Source: an optimization exercise on an open RTL-to-GDS flow (aim: small area and a short achievable clock period). Production flows keep margins and buffers that such runs may drop. Function was checked by simulation only, so behaviour that the tests miss may differ from the original. Power is estimated from default activity; no workload was simulated.

==> flow/design.v, too long to show whole: its modules and the start of the top module <==
// module SIMD: 844 lines
// module SIMD_fa: 4 lines
// module SIMD_ha: 4 lines
module SIMD(clk,rst,opcode,funct3,funct7,rd_data1,rd_data2,rd_data3,w_add,immed,instrc_add,wr_add,wr_data);
  // ...
==> flow/flow/run.sh <==
#!/bin/bash
# The standard layout; synthesis is the standard one, unchanged. After it:
#  - the port buffers that placement inserts start as buf_1 instead of the
#    default delay buffer (the resizer still sizes them as timing needs);
#  - the resizer may swap a cell for one of another footprint;
#  - the resizer may not use the delay cells and the low-power inverters
#    (added to the platform's don't-use list).
set -e
bash standard.sh synth > synth.log 2>&1
DU="sky130_fd_sc_hd__probe_p_8 sky130_fd_sc_hd__probec_p_8 sky130_fd_sc_hd__lpflow_bleeder_1 sky130_fd_sc_hd__lpflow_clkbufkapwr_1 sky130_fd_sc_hd__lpflow_clkbufkapwr_16 sky130_fd_sc_hd__lpflow_clkbufkapwr_2 sky130_fd_sc_hd__lpflow_clkbufkapwr_4 sky130_fd_sc_hd__lpflow_clkbufkapwr_8 sky130_fd_sc_hd__lpflow_clkinvkapwr_1 sky130_fd_sc_hd__lpflow_clkinvkapwr_16 sky130_fd_sc_hd__lpflow_clkinvkapwr_2 sky130_fd_sc_hd__lpflow_clkinvkapwr_4 sky130_fd_sc_hd__lpflow_clkinvkapwr_8 sky130_fd_sc_hd__lpflow_decapkapwr_12 sky130_fd_sc_hd__lpflow_decapkapwr_3 sky130_fd_sc_hd__lpflow_decapkapwr_4 sky130_fd_sc_hd__lpflow_decapkapwr_6 sky130_fd_sc_hd__lpflow_decapkapwr_8 sky130_fd_sc_hd__lpflow_inputiso0n_1 sky130_fd_sc_hd__lpflow_inputiso0p_1 sky130_fd_sc_hd__lpflow_inputiso1n_1 sky130_fd_sc_hd__lpflow_inputiso1p_1 sky130_fd_sc_hd__lpflow_inputisolatch_1 sky130_fd_sc_hd__lpflow_isobufsrc_1 sky130_fd_sc_hd__lpflow_isobufsrc_16 sky130_fd_sc_hd__lpflow_isobufsrc_2 sky130_fd_sc_hd__lpflow_isobufsrc_4 sky130_fd_sc_hd__lpflow_isobufsrc_8 sky130_fd_sc_hd__lpflow_isobufsrckapwr_16 sky130_fd_sc_hd__lpflow_lsbuf_lh_hl_isowell_tap_1 sky130_fd_sc_hd__lpflow_lsbuf_lh_hl_isowell_tap_2 sky130_fd_sc_hd__lpflow_lsbuf_lh_hl_isowell_tap_4 sky130_fd_sc_hd__lpflow_lsbuf_lh_isowell_4 sky130_fd_sc_hd__lpflow_lsbuf_lh_isowell_tap_1 sky130_fd_sc_hd__lpflow_lsbuf_lh_isowell_tap_2 sky130_fd_sc_hd__lpflow_lsbuf_lh_isowell_tap_4"
DU="$DU sky130_fd_sc_hd__clkdlybuf4s15_1 sky130_fd_sc_hd__clkdlybuf4s15_2 sky130_fd_sc_hd__clkdlybuf4s18_1 sky130_fd_sc_hd__clkdlybuf4s18_2 sky130_fd_sc_hd__clkdlybuf4s25_1 sky130_fd_sc_hd__clkdlybuf4s25_2 sky130_fd_sc_hd__clkdlybuf4s50_1 sky130_fd_sc_hd__clkdlybuf4s50_2 sky130_fd_sc_hd__dlygate4sd1_1 sky130_fd_sc_hd__dlygate4sd2_1 sky130_fd_sc_hd__dlygate4sd3_1 sky130_fd_sc_hd__dlymetal6s2s_1 sky130_fd_sc_hd__dlymetal6s4s_1 sky130_fd_sc_hd__dlymetal6s6s_1 sky130_fd_sc_hd__clkinvlp_2 sky130_fd_sc_hd__clkinvlp_4"
export BUFFER_PORTS_ARGS="-buffer_cell sky130_fd_sc_hd__buf_1"
bash standard.sh MATCH_CELL_FOOTPRINT=0 "DONT_USE_CELLS=$DU" finish > layout.log 2>&1
==> flow/standard.sh <==
#!/bin/bash
# synth_recipe.tcl (not shown) runs the flow's synth.tcl, then flattens the netlist and writes it again
# the make line also repeats each setting of config.mk as NAME=value (left out here)
make -C /OpenROAD-flow-scripts/flow DESIGN_CONFIG=/design/flow/config.mk WORK_HOME=/design/flow/orfs CLKGATE_MAP_FILE= SYNTH_SCRIPT=/design/flow/synth_recipe.tcl "${@:-finish}"
==> flow/config.mk <==
export PLATFORM = sky130hd
export DESIGN_NAME = SIMD
export DESIGN_NICKNAME = SIMD
export VERILOG_FILES = /design/flow/design.v
export SDC_FILE = /design/flow/constraint.sdc
export NUM_CORES = 4
export LEC_CHECK = 0
export CAP_MARGIN = 20
export CORE_MARGIN = 2
export CORE_UTILIZATION = 60
export SETUP_SLACK_MARGIN = 4
export SLEW_MARGIN = 20
export SYNTH_HIERARCHICAL = 1
export SYNTH_MINIMUM_KEEP_SIZE = 0
==> flow/constraint.sdc <==
create_clock -name core_clock -period 10.6 [get_ports {clk}]
set_input_delay 2.1200 -clock core_clock [delete_from_list [all_inputs] [get_ports {clk}]]
set_output_delay 2.1200 -clock core_clock [all_outputs]
set_load 0.01 [all_outputs]
==> metrics.md, run 1 <==
| Metric | Value |
|---|---|
| Router iterations before antenna repair | 6 |
| Max VDD drop | approximately 0.09 mV |
| Clock buffer depth | 2 |
| Routed met3 length | 5950 um |
| Largest family of logic cells by synthesized area | adder cells |
| Gr usage total | 40.0% |
| Inverter count | ~80 |
| Clock transition at the registers of the reported paths | roughly 60 ps |
| Routed len/inst | between 20 and 30 um |
| Worst Setup EP | ry[16]$_DFF_P_ |
| RSZ-0062 raised after global routing | yes |
| Critical Path AT | between 6000 and 7000 ps |
| Total Wirelength | 43,900 um |
| Hold path depth | 1 |
| Die width | between 150 and 200 um |
| Status | no timing/DRC/antenna violations |
| Number of synthesized flops with an enable pin | 0 |
| Commonest non-fill, non-tap cell in the layout | fa_1 |
| Clk root buf | clkbuf_16 |
| Global-route wire length before repair | between 60,000 and 70,000 um |
| Worst Setup Start Kind | input port |
| HP Start | pc[0]$_SDFF_PN0_ |
| Final Hold Viols | 0 |
| Count leader, synth | fa_1 |
| Psw | between 0.0008 and 0.0009 W |
==> run 2, diff against run 1 <==
--- a/flow/design.v
+++ b/flow/design.v
@@ -623,30 +623,77 @@
         wr_add_r <= 5'd0;
     end else begin
         pc <= pc + 5'd1;
         wr_add_r <= w_add;
     end
 end
 assign instrc_add = {pc, 2'b00};
 assign wr_add = wr_add_r;
-wire [31:0] nx = tx | {16'h0000, lres};
-reg [31:0] rx, ry;
+wire [8:0] lo_g, lo_p;
+assign lo_g[0] = tx[0] & ty[0];
+assign lo_p[0] = tx[0] ^ ty[0];
+assign lo_g[1] = tx[1] & ty[1];
+assign lo_p[1] = tx[1] ^ ty[1];
+assign lo_g[2] = tx[2] & ty[2];
+assign lo_p[2] = tx[2] ^ ty[2];
+assign lo_g[3] = tx[3] & ty[3];
+assign lo_p[3] = tx[3] ^ ty[3];
+assign lo_g[4] = tx[4] & ty[4];
+assign lo_p[4] = tx[4] ^ ty[4];
+assign lo_g[5] = tx[5] & ty[5];
+assign lo_p[5] = tx[5] ^ ty[5];
+assign lo_g[6] = tx[6] & ty[6];
+assign lo_p[6] = tx[6] ^ ty[6];
+assign lo_g[7] = tx[7] & ty[7];
+assign lo_p[7] = tx[7] ^ ty[7];
+assign lo_g[8] = 1'b0 & 1'b0;
+assign lo_p[8] = 1'b0 ^ 1'b0;
+wire lo_G1 = lo_g[1] | (lo_p[1] & lo_g[0]);
+wire lo_P1 = lo_p[1] & lo_p[0];
+wire lo_G2 = lo_g[3] | (lo_p[3] & lo_g[2]);
+wire lo_P2 = lo_p[3] & lo_p[2];
+wire lo_G3 = lo_g[5] | (lo_p[5] & lo_g[4]);
+wire lo_P3 = lo_p[5] & lo_p[4];
+wire lo_G4 = lo_g[7] | (lo_p[7] & lo_g[6]);
+wire lo_P4 = lo_p[7] & lo_p[6];
+wire lo_G5 = lo_G2 | (lo_P2 & lo_G1);
+wire lo_P5 = lo_P2 & lo_P1;
+wire lo_G6 = lo_G4 | (lo_P4 & lo_G3);
+wire lo_P6 = lo_P4 & lo_P3;
+wire lo_G7 = lo_G6 | (lo_P6 & lo_G5);
+wire lo_P7 = lo_P6 & lo_P5;
+wire lo_G8 = lo_G3 | (lo_P3 & lo_G5);
+wire lo_P8 = lo_P3 & lo_P5;
+wire lo_G9 = lo_g[2] | (lo_p[2] & lo_G1);
+wire lo_P9 = lo_p[2] & lo_P1;
+wire lo_G10 = lo_g[4] | (lo_p[4] & lo_G5);
+wire lo_P10 = lo_p[4] & lo_P5;
+wire lo_G11 = lo_g[6] | (lo_p[6] & lo_G8);
+wire lo_P11 = lo_p[6] & lo_P8;
+wire lo_G12 = lo_g[8] | (lo_p[8] & lo_G7);
+wire lo_P12 = lo_p[8] & lo_P7;
+wire [8:0] lo = {lo_p[8] ^ lo_G7, lo_p[7] ^ lo_G11, lo_p[6] ^ lo_G8, lo_p[5] ^ lo_G10, lo_p[4] ^ lo_G5, lo_p[3] ^ lo_G9, lo_p[2] ^ lo_G1, lo_p[1] ^ lo_g[0], lo_p[0]};
+reg [7:0] rlo;
+reg rc8;
+reg [31:8] rx, ry;
 reg [5:0] rsel;
 always @(posedge clk) begin
-    rx <= nx;
-    ry <= ty;
+    rlo <= lo[7:0] | lres[7:0];
+    rc8 <= lo[8] & p8;
+    rx <= tx[31:8] | {16'h0000, lres[15:8]};
+    ry <= ty[31:8];
     if (!rst) rsel <= 6'd0;
     else rsel <= {m4 & hiv, m4 & lov, m8 & hiv, m8 & lov, sel_hi16, sel_lo16};
 end
 wire r_k8 = ~(rsel[4] | rsel[5]);    
 wire r_k16 = rsel[0] | rsel[1];      
-wire [34:0] gx = {rx[31:24], r_k8, rx[23:16], r_k16, rx[15:8], r_k8, rx[7:0]};
-wire [34:0] gy = {ry[31:24], 1'b0, ry[23:16], 1'b0, ry[15:8], 1'b0, ry[7:0]};
-wire [34:0] gs_g, gs_p;
+wire [26:0] gx = {rx[31:24], r_k8, rx[23:16], r_k16, rx[15:8], rc8};
+wire [26:0] gy = {ry[31:24], 1'b0, ry[23:16], 1'b0, ry[15:8], rc8};
+wire [26:0] gs_g, gs_p;
 assign gs_g[0] = gx[0] & gy[0];
 assign gs_p[0] = gx[0] ^ gy[0];
 assign gs_g[1] = gx[1] & gy[1];
 assign gs_p[1] = gx[1] ^ gy[1];
 assign gs_g[2] = gx[2] & gy[2];
 assign gs_p[2] = gx[2] ^ gy[2];
 assign gs_g[3] = gx[3] & gy[3];
 assign gs_p[3] = gx[3] ^ gy[3];
@@ -691,32 +738,16 @@
 assign gs_g[23] = gx[23] & gy[23];
 assign gs_p[23] = gx[23] ^ gy[23];
 assign gs_g[24] = gx[24] & gy[24];
 assign gs_p[24] = gx[24] ^ gy[24];
 assign gs_g[25] = gx[25] & gy[25];
 assign gs_p[25] = gx[25] ^ gy[25];
 assign gs_g[26] = gx[26] & gy[26];
 assign gs_p[26] = gx[26] ^ gy[26];
-assign gs_g[27] = gx[27] & gy[27];
-assign gs_p[27] = gx[27] ^ gy[27];
-assign gs_g[28] = gx[28] & gy[28];
-assign gs_p[28] = gx[28] ^ gy[28];
-assign gs_g[29] = gx[29] & gy[29];
-assign gs_p[29] = gx[29] ^ gy[29];
-assign gs_g[30] = gx[30] & gy[30];
-assign gs_p[30] = gx[30] ^ gy[30];
-assign gs_g[31] = gx[31] & gy[31];
-assign gs_p[31] = gx[31] ^ gy[31];
-assign gs_g[32] = gx[32] & gy[32];
-assign gs_p[32] = gx[32] ^ gy[32];
-assign gs_g[33] = gx[33] & gy[33];
-assign gs_p[33] = gx[33] ^ gy[33];
-assign gs_g[34] = gx[34] & gy[34];
-assign gs_p[34] = gx[34] ^ gy[34];
 wire gs_G1 = gs_g[1] | (gs_p[1] & gs_g[0]);
 wire gs_P1 = gs_p[1] & gs_p[0];
 wire gs_G2 = gs_g[3] | (gs_p[3] & gs_g[2]);
 wire gs_P2 = gs_p[3] & gs_p[2];
 wire gs_G3 = gs_g[5] | (gs_p[5] & gs_g[4]);
 wire gs_P3 = gs_p[5] & gs_p[4];
 wire gs_G4 = gs_g[7] | (gs_p[7] & gs_g[6]);
 wire gs_P4 = gs_p[7] & gs_p[6];
@@ -733,114 +764,82 @@
 wire gs_G10 = gs_g[19] | (gs_p[19] & gs_g[18]);
 wire gs_P10 = gs_p[19] & gs_p[18];
 wire gs_G11 = gs_g[21] | (gs_p[21] & gs_g[20]);
 wire gs_P11 = gs_p[21] & gs_p[20];
 wire gs_G12 = gs_g[23] | (gs_p[23] & gs_g[22]);
 wire gs_P12 = gs_p[23] & gs_p[22];
 wire gs_G13 = gs_g[25] | (gs_p[25] & gs_g[24]);
 wire gs_P13 = gs_p[25] & gs_p[24];
-wire gs_G14 = gs_g[27] | (gs_p[27] & gs_g[26]);
-wire gs_P14 = gs_p[27] & gs_p[26];
-wire gs_G15 = gs_g[29] | (gs_p[29] & gs_g[28]);
-wire gs_P15 = gs_p[29] & gs_p[28];
-wire gs_G16 = gs_g[31] | (gs_p[31] & gs_g[30]);
-wire gs_P16 = gs_p[31] & gs_p[30];
-wire gs_G17 = gs_g[33] | (gs_p[33] & gs_g[32]);
-wire gs_P17 = gs_p[33] & gs_p[32];
-wire gs_G18 = gs_G2 | (gs_P2 & gs_G1);
-wire gs_P18 = gs_P2 & gs_P1;
-wire gs_G19 = gs_G4 | (gs_P4 & gs_G3);
-wire gs_P19 = gs_P4 & gs_P3;
-wire gs_G20 = gs_G6 | (gs_P6 & gs_G5);
-wire gs_P20 = gs_P6 & gs_P5;
-wire gs_G21 = gs_G8 | (gs_P8 & gs_G7);
-wire gs_P21 = gs_P8 & gs_P7;
-wire gs_G22 = gs_G10 | (gs_P10 & gs_G9);
-wire gs_P22 = gs_P10 & gs_P9;
-wire gs_G23 = gs_G12 | (gs_P12 & gs_G11);
-wire gs_P23 = gs_P12 & gs_P11;
-wire gs_G24 = gs_G14 | (gs_P14 & gs_G13);
-wire gs_P24 = gs_P14 & gs_P13;
-wire gs_G25 = gs_G16 | (gs_P16 & gs_G15);
-wire gs_P25 = gs_P16 & gs_P15;
-wire gs_G26 = gs_G19 | (gs_P19 & gs_G18);
-wire gs_P26 = gs_P19 & gs_P18;
-wire gs_G27 = gs_G21 | (gs_P21 & gs_G20);
-wire gs_P27 = gs_P21 & gs_P20;
-wire gs_G28 = gs_G23 | (gs_P23 & gs_G22);
-wire gs_P28 = gs_P23 & gs_P22;
-wire gs_G29 = gs_G25 | (gs_P25 & gs_G24);
-wire gs_P29 = gs_P25 & gs_P24;
-wire gs_G30 = gs_G27 | (gs_P27 & gs_G26);
-wire gs_P30 = gs_P27 & gs_P26;
-wire gs_G31 = gs_G29 | (gs_P29 & gs_G28);
-wire gs_P31 = gs_P29 & gs_P28;
-wire gs_G32 = gs_G31 | (gs_P31 & gs_G30);
-wire gs_P32 = gs_P31 & gs_P30;
-wire gs_G33 = gs_G28 | (gs_P28 & gs_G30);
-wire gs_P33 = gs_P28 & gs_P30;
-wire gs_G34 = gs_G20 | (gs_P20 & gs_G26);
-wire gs_P34 = gs_P20 & gs_P26;
-wire gs_G35 = gs_G22 | (gs_P22 & gs_G30);
-wire gs_P35 = gs_P22 & gs_P30;
-wire gs_G36 = gs_G24 | (gs_P24 & gs_G33);
-wire gs_P36 = gs_P24 & gs_P33;
-wire gs_G37 = gs_G3 | (gs_P3 & gs_G18);
-wire gs_P37 = gs_P3 & gs_P18;
-wire gs_G38 = gs_G5 | (gs_P5 & gs_G26);
-wire gs_P38 = gs_P5 & gs_P26;
-wire gs_G39 = gs_G7 | (gs_P7 & gs_G34);
-wire gs_P39 = gs_P7 & gs_P34;
-wire gs_G40 = gs_G9 | (gs_P9 & gs_G30);
-wire gs_P40 = gs_P9 & gs_P30;
-wire gs_G41 = gs_G11 | (gs_P11 & gs_G35);
-wire gs_P41 = gs_P11 & gs_P35;
-wire gs_G42 = gs_G13 | (gs_P13 & gs_G33);
-wire gs_P42 = gs_P13 & gs_P33;
-wire gs_G43 = gs_G15 | (gs_P15 & gs_G36);
-wire gs_P43 = gs_P15 & gs_P36;
-wire gs_G44 = gs_G17 | (gs_P17 & gs_G32);
-wire gs_P44 = gs_P17 & gs_P32;
-wire gs_G45 = gs_g[2] | (gs_p[2] & gs_G1);
-wire gs_P45 = gs_p[2] & gs_P1;
-wire gs_G46 = gs_g[4] | (gs_p[4] & gs_G18);
-wire gs_P46 = gs_p[4] & gs_P18;
-wire gs_G47 = gs_g[6] | (gs_p[6] & gs_G37);
-wire gs_P47 = gs_p[6] & gs_P37;
-wire gs_G48 = gs_g[8] | (gs_p[8] & gs_G26);
-wire gs_P48 = gs_p[8] & gs_P26;
-wire gs_G49 = gs_g[10] | (gs_p[10] & gs_G38);
-wire gs_P49 = gs_p[10] & gs_P38;
-wire gs_G50 = gs_g[12] | (gs_p[12] & gs_G34);
-wire gs_P50 = gs_p[12] & gs_P34;
-wire gs_G51 = gs_g[14] | (gs_p[14] & gs_G39);
-wire gs_P51 = gs_p[14] & gs_P39;
-wire gs_G52 = gs_g[16] | (gs_p[16] & gs_G30);
-wire gs_P52 = gs_p[16] & gs_P30;
-wire gs_G53 = gs_g[18] | (gs_p[18] & gs_G40);
-wire gs_P53 = gs_p[18] & gs_P40;
-wire gs_G54 = gs_g[20] | (gs_p[20] & gs_G35);
-wire gs_P54 = gs_p[20] & gs_P35;
-wire gs_G55 = gs_g[22] | (gs_p[22] & gs_G41);
-wire gs_P55 = gs_p[22] & gs_P41;
-wire gs_G56 = gs_g[24] | (gs_p[24] & gs_G33);
-wire gs_P56 = gs_p[24] & gs_P33;
-wire gs_G57 = gs_g[26] | (gs_p[26] & gs_G42);
-wire gs_P57 = gs_p[26] & gs_P42;
-wire gs_G58 = gs_g[28] | (gs_p[28] & gs_G36);
-wire gs_P58 = gs_p[28] & gs_P36;
-wire gs_G59 = gs_g[30] | (gs_p[30] & gs_G43);
-wire gs_P59 = gs_p[30] & gs_P43;
-wire gs_G60 = gs_g[32] | (gs_p[32] & gs_G32);
-wire gs_P60 = gs_p[32] & gs_P32;
-wire gs_G61 = gs_g[34] | (gs_p[34] & gs_G44);
-wire gs_P61 = gs_p[34] & gs_P44;
-wire [34:0] gs = {gs_p[34] ^ gs_G44, gs_p[33] ^ gs_G60, gs_p[32] ^ gs_G32, gs_p[31] ^ gs_G59, gs_p[30] ^ gs_G43, gs_p[29] ^ gs_G58, gs_p[28] ^ gs_G36, gs_p[27] ^ gs_G57, gs_p[26] ^ gs_G42, gs_p[25] ^ gs_G56, gs_p[24] ^ gs_G33, gs_p[23] ^ gs_G55, gs_p[22] ^ gs_G41, gs_p[21] ^ gs_G54, gs_p[20] ^ gs_G35, gs_p[19] ^ gs_G53, gs_p[18] ^ gs_G40, gs_p[17] ^ gs_G52, gs_p[16] ^ gs_G30, gs_p[15] ^ gs_G51, gs_p[14] ^ gs_G39, gs_p[13] ^ gs_G50, gs_p[12] ^ gs_G34, gs_p[11] ^ gs_G49, gs_p[10] ^ gs_G38, gs_p[9] ^ gs_G48, gs_p[8] ^ gs_G26, gs_p[7] ^ gs_G47, gs_p[6] ^ gs_G37, gs_p[5] ^ gs_G46, gs_p[4] ^ gs_G18, gs_p[3] ^ gs_G45, gs_p[2] ^ gs_G1, gs_p[1] ^ gs_g[0], gs_p[0]};
-wire [31:0] P = {gs[34:27], gs[25:18], gs[16:9], gs[7:0]};
+wire gs_G14 = gs_G2 | (gs_P2 & gs_G1);
+wire gs_P14 = gs_P2 & gs_P1;
+wire gs_G15 = gs_G4 | (gs_P4 & gs_G3);
+wire gs_P15 = gs_P4 & gs_P3;
+wire gs_G16 = gs_G6 | (gs_P6 & gs_G5);
+wire gs_P16 = gs_P6 & gs_P5;
+wire gs_G17 = gs_G8 | (gs_P8 & gs_G7);
+wire gs_P17 = gs_P8 & gs_P7;
+wire gs_G18 = gs_G10 | (gs_P10 & gs_G9);
+wire gs_P18 = gs_P10 & gs_P9;
+wire gs_G19 = gs_G12 | (gs_P12 & gs_G11);
+wire gs_P19 = gs_P12 & gs_P11;
+wire gs_G20 = gs_G15 | (gs_P15 & gs_G14);
+wire gs_P20 = gs_P15 & gs_P14;
+wire gs_G21 = gs_G17 | (gs_P17 & gs_G16);
+wire gs_P21 = gs_P17 & gs_P16;
+wire gs_G22 = gs_G19 | (gs_P19 & gs_G18);
+wire gs_P22 = gs_P19 & gs_P18;
+wire gs_G23 = gs_G21 | (gs_P21 & gs_G20);
+wire gs_P23 = gs_P21 & gs_P20;
+wire gs_G24 = gs_G22 | (gs_P22 & gs_G23);
+wire gs_P24 = gs_P22 & gs_P23;
+wire gs_G25 = gs_G16 | (gs_P16 & gs_G20);
+wire gs_P25 = gs_P16 & gs_P20;
+wire gs_G26 = gs_G18 | (gs_P18 & gs_G23);
+wire gs_P26 = gs_P18 & gs_P23;
+wire gs_G27 = gs_G3 | (gs_P3 & gs_G14);
+wire gs_P27 = gs_P3 & gs_P14;
+wire gs_G28 = gs_G5 | (gs_P5 & gs_G20);
+wire gs_P28 = gs_P5 & gs_P20;
+wire gs_G29 = gs_G7 | (gs_P7 & gs_G25);
+wire gs_P29 = gs_P7 & gs_P25;
+wire gs_G30 = gs_G9 | (gs_P9 & gs_G23);
+wire gs_P30 = gs_P9 & gs_P23;
+wire gs_G31 = gs_G11 | (gs_P11 & gs_G26);
+wire gs_P31 = gs_P11 & gs_P26;
+wire gs_G32 = gs_G13 | (gs_P13 & gs_G24);
+wire gs_P32 = gs_P13 & gs_P24;
+wire gs_G33 = gs_g[2] | (gs_p[2] & gs_G1);
+wire gs_P33 = gs_p[2] & gs_P1;
+wire gs_G34 = gs_g[4] | (gs_p[4] & gs_G14);
+wire gs_P34 = gs_p[4] & gs_P14;
+wire gs_G35 = gs_g[6] | (gs_p[6] & gs_G27);
+wire gs_P35 = gs_p[6] & gs_P27;
+wire gs_G36 = gs_g[8] | (gs_p[8] & gs_G20);
+wire gs_P36 = gs_p[8] & gs_P20;
+wire gs_G37 = gs_g[10] | (gs_p[10] & gs_G28);
+wire gs_P37 = gs_p[10] & gs_P28;
+wire gs_G38 = gs_g[12] | (gs_p[12] & gs_G25);
+wire gs_P38 = gs_p[12] & gs_P25;
+wire gs_G39 = gs_g[14] | (gs_p[14] & gs_G29);
+wire gs_P39 = gs_p[14] & gs_P29;
+wire gs_G40 = gs_g[16] | (gs_p[16] & gs_G23);
+wire gs_P40 = gs_p[16] & gs_P23;
+wire gs_G41 = gs_g[18] | (gs_p[18] & gs_G30);
+wire gs_P41 = gs_p[18] & gs_P30;
+wire gs_G42 = gs_g[20] | (gs_p[20] & gs_G26);
+wire gs_P42 = gs_p[20] & gs_P26;
+wire gs_G43 = gs_g[22] | (gs_p[22] & gs_G31);
+wire gs_P43 = gs_p[22] & gs_P31;
+wire gs_G44 = gs_g[24] | (gs_p[24] & gs_G24);
+wire gs_P44 = gs_p[24] & gs_P24;
+wire gs_G45 = gs_g[26] | (gs_p[26] & gs_G32);
+wire gs_P45 = gs_p[26] & gs_P32;
+wire [26:0] gs = {gs_p[26] ^ gs_G32, gs_p[25] ^ gs_G44, gs_p[24] ^ gs_G24, gs_p[23] ^ gs_G43, gs_p[22] ^ gs_G31, gs_p[21] ^ gs_G42, gs_p[20] ^ gs_G26, gs_p[19] ^ gs_G41, gs_p[18] ^ gs_G30, gs_p[17] ^ gs_G40, gs_p[16] ^ gs_G23, gs_p[15] ^ gs_G39, gs_p[14] ^ gs_G29, gs_p[13] ^ gs_G38, gs_p[12] ^ gs_G25, gs_p[11] ^ gs_G37, gs_p[10] ^ gs_G28, gs_p[9] ^ gs_G36, gs_p[8] ^ gs_G20, gs_p[7] ^ gs_G35, gs_p[6] ^ gs_G27, gs_p[5] ^ gs_G34, gs_p[4] ^ gs_G14, gs_p[3] ^ gs_G33, gs_p[2] ^ gs_G1, gs_p[1] ^ gs_g[0], gs_p[0]};
+wire [31:0] P = {gs[26:19], gs[17:10], gs[8:1], rlo};
 wire [15:0] res = ({16{rsel[0]}} & P[15:0]) | ({16{rsel[1]}} & P[31:16]) |
                   ({16{rsel[2]}} & {P[23:16], P[7:0]}) | ({16{rsel[3]}} & {P[31:24], P[15:8]}) |
                   ({16{rsel[4]}} & {P[27:24], P[19:16], P[11:8], P[3:0]}) |
                   ({16{rsel[5]}} & {P[31:28], P[23:20], P[15:12], P[7:4]});
 assign wr_data = res;
 endmodule
 module SIMD_fa(input a, input b, input c, output s, output co);
 assign s = a ^ b ^ c;
==> flow/flow/run.sh (replaced) <==
#!/bin/bash
# The standard layout with two changes after synthesis (which is the
# standard one, unchanged): the port buffers that placement inserts start as
# buf_1 instead of the default delay buffer, and the resizer may swap a cell
# for one of another footprint.
set -e
bash standard.sh synth > synth.log 2>&1
export BUFFER_PORTS_ARGS="-buffer_cell sky130_fd_sc_hd__buf_1"
bash standard.sh MATCH_CELL_FOOTPRINT=0 finish > layout.log 2>&1
==> run 2 against run 1 <==
  * Register-to-register slack worse by 30 ps
  * Largest power group unchanged
  * Clock skew increased by 6.7 ps
  * Non-clock buffer count up 4
  * Clock power is 4% higher
  * Area after synthesis decreased by 3.2%
  * Highest routed layer is now met4
  * Wire length is 4.4% lower
  * Utilization rose by 0.78 points
==> metrics.md, run 2 <==
| Metric | Value |
|---|---|
| Synth unique cells | 73 |
| Max cap viols | 0 |
| Post-Synth Simple-Gate Area | approximately a fifth |
| RSZ-0062 raised after global routing | no |
| Worst Setup Start Kind | input port |
| Clk root buf | clkbuf_16 |
| H-tree Lvls | 3 |
| Setup_tns | 0 ps |
| PortBufs | 109 |
| Gr usage total | 39.1% (-0.86 points) |
| Slew headroom | between 30 and 40% |
| Synth Instances | 1,299 |
| Hold path depth | 1 (unchanged) |
| Highest-count cells in the layout ignoring fill and taps | 238 x fa_1, 113 x nand2_1, 103 x nor2_1 |
| Initial core utilization | around three fifths |
| Initial antenna violation count | 1 |
| P&R area growth vs syn | 8.58% |
| Slew at the pin closest to its max-slew limit | ~950 ps |
| Compound-Gate Fraction of Synth Area | under 10% |
| Seq cells post-synth | 73 |
| Post-synth top cells | 241 x fa_1, 117 x nand2_1, 103 x nor2_1, 84 x nor3_1, 82 x ha_1 |
| # IOs | around 110 |
| Number of synthesized flops with an enable pin | 0 (unchanged) |
| Number of buffers created by CTS | 9 |
| Antenna fix cells | 0 |
| Max VDD drop | 0.0807 mV (-9.3%) |
| Post-layout minimum cycle time | 6530 ps |
| Endpoints failing setup | 0 |
| Final Cell Area | between 0.01 and 0.015 sq mm |
| Hold_buf cts | 0 |
| Clock buffer depth | 2 (unchanged) |
| Critical Path AT | 6750 ps (-120 ps) |
| Count leader, synth | fa_1 |
| Critical Path RT | between 10,000 and 15,000 ps |
| Library cell with the largest summed area after synthesis | fa_1 |
| Vias/cell | approximately 6.4 |
| Rows | 52 |
| Ys Warns | 7 |
| Clock sink count | 73 |
| Tcrit/Tclk final | between 60% and 70% |
| Layout Nets | 1,782 |
| Routed len/inst | 25.5 um (-2.0%) |
| Iter 0 DRT Violations | 1,172 |
| Worst skew pair latency | between 300 and 400 ps |
| Async SR Flop Fraction | 0% |
| Main synth FF type | dfxtp_1 |
| Post-Synth Adder-Cell Area | 46.5% |
| DP Area | approximately 0.013 sq mm |
| Largest family of logic cells by synthesized area | adder cells |
| Largest regs | rx (24), ry (24), rlo (8) |
| R2R depth | 4 |
| CP max FO | 24 |
| Fmax | ~150 MHz |
| Fill cells | 1,738 |
| Static leakage | roughly 6.5 nW |
| Residual DRC | 0 |
| Register area share after synthesis | 11.6% |
| Router iterations before antenna repair | 6 (unchanged) |
| Vias post-DR | between 10,000 and 15,000 |
| Vert. Die Dim | around 150 um |
| Setup Skew | 7.04 ps |
| Final Slew Violations | 0 |
| Ranking of synthesized cells by area | fa_1 38%, dfxtp_1 12%, ha_1 8.2%, xor2_1 3.8%, nand2_1 3.5% |
| Clock transition at the registers of the reported paths | 70 ps (about the same) |
| Total Wirelength | 42,000 um (-4.4%) |
| Die width | 149 um (-1.6%) |
| Vias in the first global route | 10,800 |
| Grt ovf | 0 |
| Synth top area share | about two fifths |
| PD cells | approximately 130 mW/mm^2 |
| Class of the worst hold path | reg2reg |
| Pin count of the biggest net entering global routing | 78 |
| Syn_area_per_cell | approximately 9.7 sq um |
| Die ar. | 0.0221 sq mm |
| Mux contribution to synthesized area | between 1 and 1.5% |
| Routed Antenna Nets | 0 |
| CTS tree | yes |
| Kind of critical path | in2reg |
| Post-synthesis xor/xnor area fraction | under 10% |
| Global-route wire length before repair | 63,600 um (-3.5%) |
| Layout cells sized above 1 | about 7.6% |
| Status | no timing/DRC/antenna violations |
| Setup crit end kind | flop |
| Detailed Place HPWL | between 30,000 and 40,000 um |
| Setup slack, reg-to-reg | about 9500 ps |
| Synthesized area | ~0.013 sq mm |
| Commonest non-fill, non-tap cell in the layout | fa_1 |
| Area of the core | about 0.020 sq mm |
| Final Hold Viols | 0 (unchanged) |
| Gpl congestion | roughly 1.0 |
| Worst-case hold slack | around 480 ps |
-- run 2: cell types whose count changed after synthesis, moves of 7 or more --
cell      delta
and3_1      -45
a221oi_1    +16
nand2b_1     -8
clkbuf_1    -20
xor2_1       -7
a21oi_1     -20
nor2_1      +26
clkinv_1    -10
dfxtp_1      -7
inv_1       -18
nand2_1     +37
inv_2        +7
o221ai_1    -19
-- run 2: power by group --
part,internal (W),switching (W),leakage [nW]
Sequential,0.000359,0.0000601,0.604
Clock,0.000185,0.000135,0.146
Combinational,0.000399,0.000629,5.77
Total,0.000943,0.000825,6.52
-- run 2: timing repair --
action,in CTS,in global routing
gates resized for setup,14,22
setup buffers,0,8
pin swaps,0,2
endpoints found under the setup margin,31,21
-- run 2: cell type report --
type                            count  area [sq um]  area share [%]
Clock inverter                      7          77.6           0.568
Clock buffer                        9           225            1.65
Multi-Input combinational cell   1091         10700            78.0
Sequential cell                    73          1460            10.7
Inverter                           60           225            1.65
Tap cell                          270           338            2.47
Timing Repair Buffer              140           673            4.93
-- run 2: through the flow --
| step | worst slack, ps | std cells | utilization [%] | power, W |
|---|---|---|---|---|
| 6_report | 4070 | 1650 | 66.8 | 0.00177 |
| 5_1_grt | 4000 | 1650 | 66.8 | 0.00189 |
| 4_1_cts | 3960 | 1642 | 66.2 | 0.00174 |
| 3_5_place_dp | 3100 | 1626 | 64.5 | 0.00141 |
| 3_3_place_gp | 3210 | 1626 | 64.5 | 0.00140 |
| 2_1_floorplan | 4020 | 1300 | - | 0.00105 |
-- run 2: cell families after synthesis --
kind of cell,count (synthesis)
adders and majority gates,323
buffers and inverters,136
xor gates and xnor gates,89
other,1
muxes,16
AOI/OAI and AO/OA,152
and+or+nand+nor,509
DFF,73
-- run 2: worst paths after layout --
check                    from               end
max                 opcode[3]    ry[16]$_DFF_P_
min          pc[0]$_SDFF_PN0_  pc[0]$_SDFF_PN0_
max reg2reg  pc[0]$_SDFF_PN0_  pc[4]$_SDFF_PN0_
min reg2reg  pc[0]$_SDFF_PN0_  pc[0]$_SDFF_PN0_
-- run 2: critical path, cell delays in order --
cell      delay, ps
clkbuf_4        220
and2b_1         230
nor4b_4         130
buf_6           190
a221o_4         550
and3_1          230
fa_1            460
fa_1            410
fa_2            390
fa_2            350
fa_1            470
fa_1            370
and2_1          170
fa_1            430
-- run 2: modules after synthesis (local to each module, per instance) --
| module | cells inside | times used |
|---|---|---|
| SIMD_ha | 1 | 20 |
| SIMD | 1053 | 1 |
| SIMD_fa | 1 | 226 |
-- run 2: routing by layer --
metal | share of wire [%] | GRT usage (%) | vias to the layer above
li1 | - | - | 4539
met1 | 40 | 52.6 | 5222
met2 | 45 | 60.0 | 676
met3 | 11 | 11.4 | 107
met4 | 4.4 | 16.2 | 0
met5 | 0 | 0 | -
==> run 3, diff against run 2 <==
--- a/flow/config.mk
+++ b/flow/config.mk
@@ -10,2 +10,3 @@
 export CORE_UTILIZATION = 60
+export CTS_BUF_LIST = sky130_fd_sc_hd__clkbuf_4 sky130_fd_sc_hd__clkbuf_8
 export SETUP_SLACK_MARGIN = 4
==> run 3 against run 2 <==
  * Synthesized cell count unchanged
  * Sequential share of layout area increased by 0.094 points
  * Non-clock buffer count decreased by 1
  * Total power decreased by 4.9%
  * Utilization decreased by 0.58 points
  * Count of clock-buffer cells in the layout unchanged
  * Area after synthesis unchanged
  * Fmax decreased by 0.11%
  * Critical endpoint unchanged
  * Largest cell class unchanged
==> metrics.md, run 3 <==
| Metric | Value |
|---|---|
| Status | no timing/DRC/antenna violations |
| Number of synthesized flops with an enable pin | 0 (unchanged) |
| Worst Setup Start Kind | input port |
| Die width | 149 um (unchanged) |
| Tcrit/Tclk final | 61.7% (+0.070 points) |
| Clk root buf | clkbuf_8 |
| Hold_buf cts | 0 (unchanged) |
| P&R area growth vs syn | 7.64% |
| Library cell with the largest summed area after synthesis | fa_1 |
| # IOs | 112 (unchanged) |
| Vias post-DR | 10,500 (-0.10%) |
| Slew at the pin closest to its max-slew limit | 946 ps (-4.50 ps) |
| Rows | 52 (unchanged) |
| Grt ovf | 0 (unchanged) |
| Setup_tns | 0 ps (unchanged) |
| Largest stage delay, worst path | 490 ps (-60 ps) |
| Largest delay share family, worst path | adder cells |
| Residual DRC | 0 (unchanged) |
| Synthesized area | 0.0126 sq mm (unchanged) |
| Initial core utilization | 61.6% (unchanged) |
| Synth unique cells | 73 (unchanged) |
| Endpoints failing setup | 0 (unchanged) |
| Global-route wire length before repair | 63,200 um (-0.51%) |
| Routed len/inst | 25.4 um (-0.31%) |
| Gpl congestion | 1.02 (unchanged) |
| RSZ-0062 raised after global routing | no |
| Setup slack, reg-to-reg | 9510 ps (about the same) |
| HP Start | pc[0]$_SDFF_PN0_ |
| Post-layout minimum cycle time | 6540 ps (+7.47 ps) |
| Ys Warns | 7 (unchanged) |
| Max VDD drop | 0.0708 mV (-12%) |
| H-tree Lvls | 3 (unchanged) |
| Clock sink count | 73 (unchanged) |
| Critical Path AT | 6770 ps (+20 ps) |
| Layout Nets | 1,781 (-0.056%) |
| Antenna fix cells | 0 (unchanged) |
| Largest regs | rx (24), ry (24), rlo (8) |
| Highest-count cells in the layout ignoring fill and taps | 238 x fa_1, 113 x nand2_1, 103 x nor2_1, 103 x buf_1, 82 x ha_1 |
| Most frequent CP cell | fa_1 |
| Worst path slowest cell | fa_1 |
| Static leakage | 6.46 nW (-0.88%) |
| Async SR Flop Fraction | 0% (unchanged) |
| Vert. Die Dim | 149 um (unchanged) |
| Vias in the first global route | 10,800 (+0.19%) |
| Max cap viols | 0 (unchanged) |
| Hold path depth | 1 (unchanged) |
| Power consumption | 0.00168 W (-4.9%) |
| Worst skew pair latency | 360 ps (+20 ps) |
| Final Slew Violations | 0 (unchanged) |
| Clock transition at the registers of the reported paths | 100 ps (+30 ps) |
| Seq cells post-synth | 73 (unchanged) |
| Commonest non-fill, non-tap cell in the layout | fa_1 |
| Kind of critical path | in2reg |
| Final Hold Viols | 0 (unchanged) |
| Setup Skew | 13.1 ps (+6.03 ps) |
| Initial antenna violation count | 1 (unchanged) |
| Routed Antenna Nets | 0 (unchanged) |
| Critical Path RT | 10,830 ps (+20 ps) |
| Gr usage total | 38.9% (-0.20 points) |
| Layout cells sized above 1 | 7.47% (-0.14 points) |
| Setup crit end kind | flop |
| CP max FO | 13 (-46%) |
| Die ar. | 0.0221 sq mm (unchanged) |
| Synth Instances | 1,299 (unchanged) |
| Pin count of the biggest net entering global routing | 78 (unchanged) |
| PortBufs | 109 (unchanged) |
| PD cells | 124 mW/mm^2 (-4.1%) |
| Syn_area_per_cell | 9.68 sq um (unchanged) |
| Fmax | 153 MHz (-0.11%) |
| CTS tree | yes |
| Count leader, synth | fa_1 |
| Class of the worst hold path | reg2reg |
| Ranking of synthesized cells by area | fa_1 38%, dfxtp_1 12%, ha_1 8.2%, xor2_1 3.8%, nand2_1 3.5% |
| Fill cells | 1,755 (+0.98%) |
| RR Startpoint | pc[0]$_SDFF_PN0_ |
| R2R depth | 4 (unchanged) |
| Iter 0 DRT Violations | 1,197 (+2.1%) |
| Buf+Inv Stages, Crit Path | 2 (unchanged) |
| Area of the core | 0.0204 sq mm (unchanged) |
| Register area share after synthesis | 11.6% (unchanged) |
| Detailed Place HPWL | 32,300 um (unchanged) |
| FF-to-FF End | pc[4]$_SDFF_PN0_ |
| Worst Hold Endpoint | pc[0]$_SDFF_PN0_ |
| Synth top area share | 38.4% (unchanged) |
| Number of buffers created by CTS | 9 (unchanged) |
| Clock buffer depth | 2 (unchanged) |
| Main synth FF type | dfxtp_1 |
| Post-synth top cells | 241 x fa_1, 117 x nand2_1, 103 x nor2_1, 84 x nor3_1, 82 x ha_1 |
| Total Wirelength | 41,900 um (-0.37%) |
| Slew headroom | 36.8% (+0.30 points) |
| Crit-path cells | buf_1 > nor3b_2 > a21boi_1 > a21oi_1 > buf_4 > nor3_1 > fa_1 > fa_2 > fa_2 > fa_2 > fa_1 > fa_1 > and2_1 > fa_1 |
| Router iterations before antenna repair | 8 (+2) |
| Vias/cell | 6.39 (about the same) |
## run 3: worst max-delay path by stage
stage	start	endpoint	cells after the start
floorplan	opcode[6]	ry[16]$_DFF_P_	14
global placement	opcode[3]	ry[16]$_DFF_P_	14
detailed placement	opcode[3]	ry[16]$_DFF_P_	14
CTS	opcode[3]	ry[16]$_DFF_P_	15
global route	immed[1]	ry[16]$_DFF_P_	14
finish	immed[1]	ry[16]$_DFF_P_	14
## run 3: cell type report
type                    instances  area, sq um  area share, %
clock buffers                   9          124          0.915
multi-input cells            1091        10700           78.7
inverters                      60          225           1.66
repair buffers                139          662           4.89
well taps                     270          338           2.50
clock inverters                 7         77.6          0.573
flip-flops and latches         73         1460           10.8
## run 3: timing repair
action / in CTS / in global routing
setup endpoints to repair: 29 / 16
gates resized for setup: 14 / 19
setup buffers: 0 / 7
gates cloned: 0 / 0
pin swaps: 0 / 2
## run 3: metrics by stage
stage,cell area (sq um),cells,hold WS (ps),util [%],worst slack (ps)
3_3_place_gp,13200,1626,457,64.5,3210
5_1_grt,13500,1649,531,66.3,3990
3_5_place_dp,13200,1626,462,64.5,3100
4_1_cts,13400,1642,485,65.7,3980
2_1_floorplan,12600,1300,476,-,4020
6_report,13500,1649,482,66.3,4060
## run 3: layer usage
metal  track usage (%)  wire length, um  share of wire (%)
met5                 0                0                  0
met2              59.6            18500                 44
met3              11.3             4770                 11
met1              52.6            16700                 40
met4              15.9             1900                4.5
## run 3: worst reg2reg max path: stages (launching register included)
cell and delay [ps]:
dfxtp_1 390, ha_1 210, nand3_1 90, xnor2_1 140
and2_1 150
## run 3: Yosys stat by module, one instance, submodules excluded
module | cells inside | copies in the design
SIMD_ha | 1 | 20
SIMD | 1053 | 1
SIMD_fa | 1 | 226
## run 3: logic make-up (layout without fill, tap and decap cells)
family | count (synthesis) | count (layout) | share of synthesized area [%]
and+or+nand+nor | 509 | 509 | 20.6
adders and majority gates | 323 | 323 | 46.5
AOI/OAI and AO/OA | 152 | 152 | 9.06
buffers and inverters | 136 | 215 | 4.69
xor gates and xnor gates | 89 | 89 | 6.20
DFF | 73 | 73 | 11.6
muxes | 16 | 16 | 1.27
other | 1 | 2 | 0.0298
## run 3: power breakdown
group / switching, W / internal, W / total, W
Clock: 0.000124 / 0.000111 / 0.000235
Combinational: 0.000629 / 0.000399 / 0.00103
Sequential: 0.0000600 / 0.000359 / 0.000419

==> static timing again, ports no longer ideal <==
How much do the figures lean on ideal ports? The routed layouts below were timed once more, with nothing changed but the port constraints.
Step 1: set_driving_cell puts a clkbuf_16 on clk and a buf_2 on each other input, an assumption about the parent block.
Step 2 adds t to the input delays and takes it off the output delays; t is the mean of the earliest and latest rising clock arrival at the registers after step 1. Input paths then give back, and output paths get back, about the clock's delay inside the block.
Slacks: ideal ports / drivers / drivers and shift; pairs: ideal ports / drivers.
run | shift t [ns] | setup WS [ns] | worst setup path at the end | worst register clock-pin slew, ns | worst data-port slew with drivers (ns)
run 1 | 0.373 | 3.927 / 3.944 / 3.571 | input to register | 0.06 / 0.06 | 0.04
run 2 | 0.390 | 4.068 / 4.091 / 3.702 | input to register | 0.08 / 0.08 | 0.04
run 3 | 0.399 | 4.060 / 4.076 / 3.677 | input to register | 0.11 / 0.11 | 0.04
After both steps every run listed still meets setup and hold. The setup slack of run 3, which loses most, moves by +0.016 ns with the drivers and by -0.383 ns with both steps.
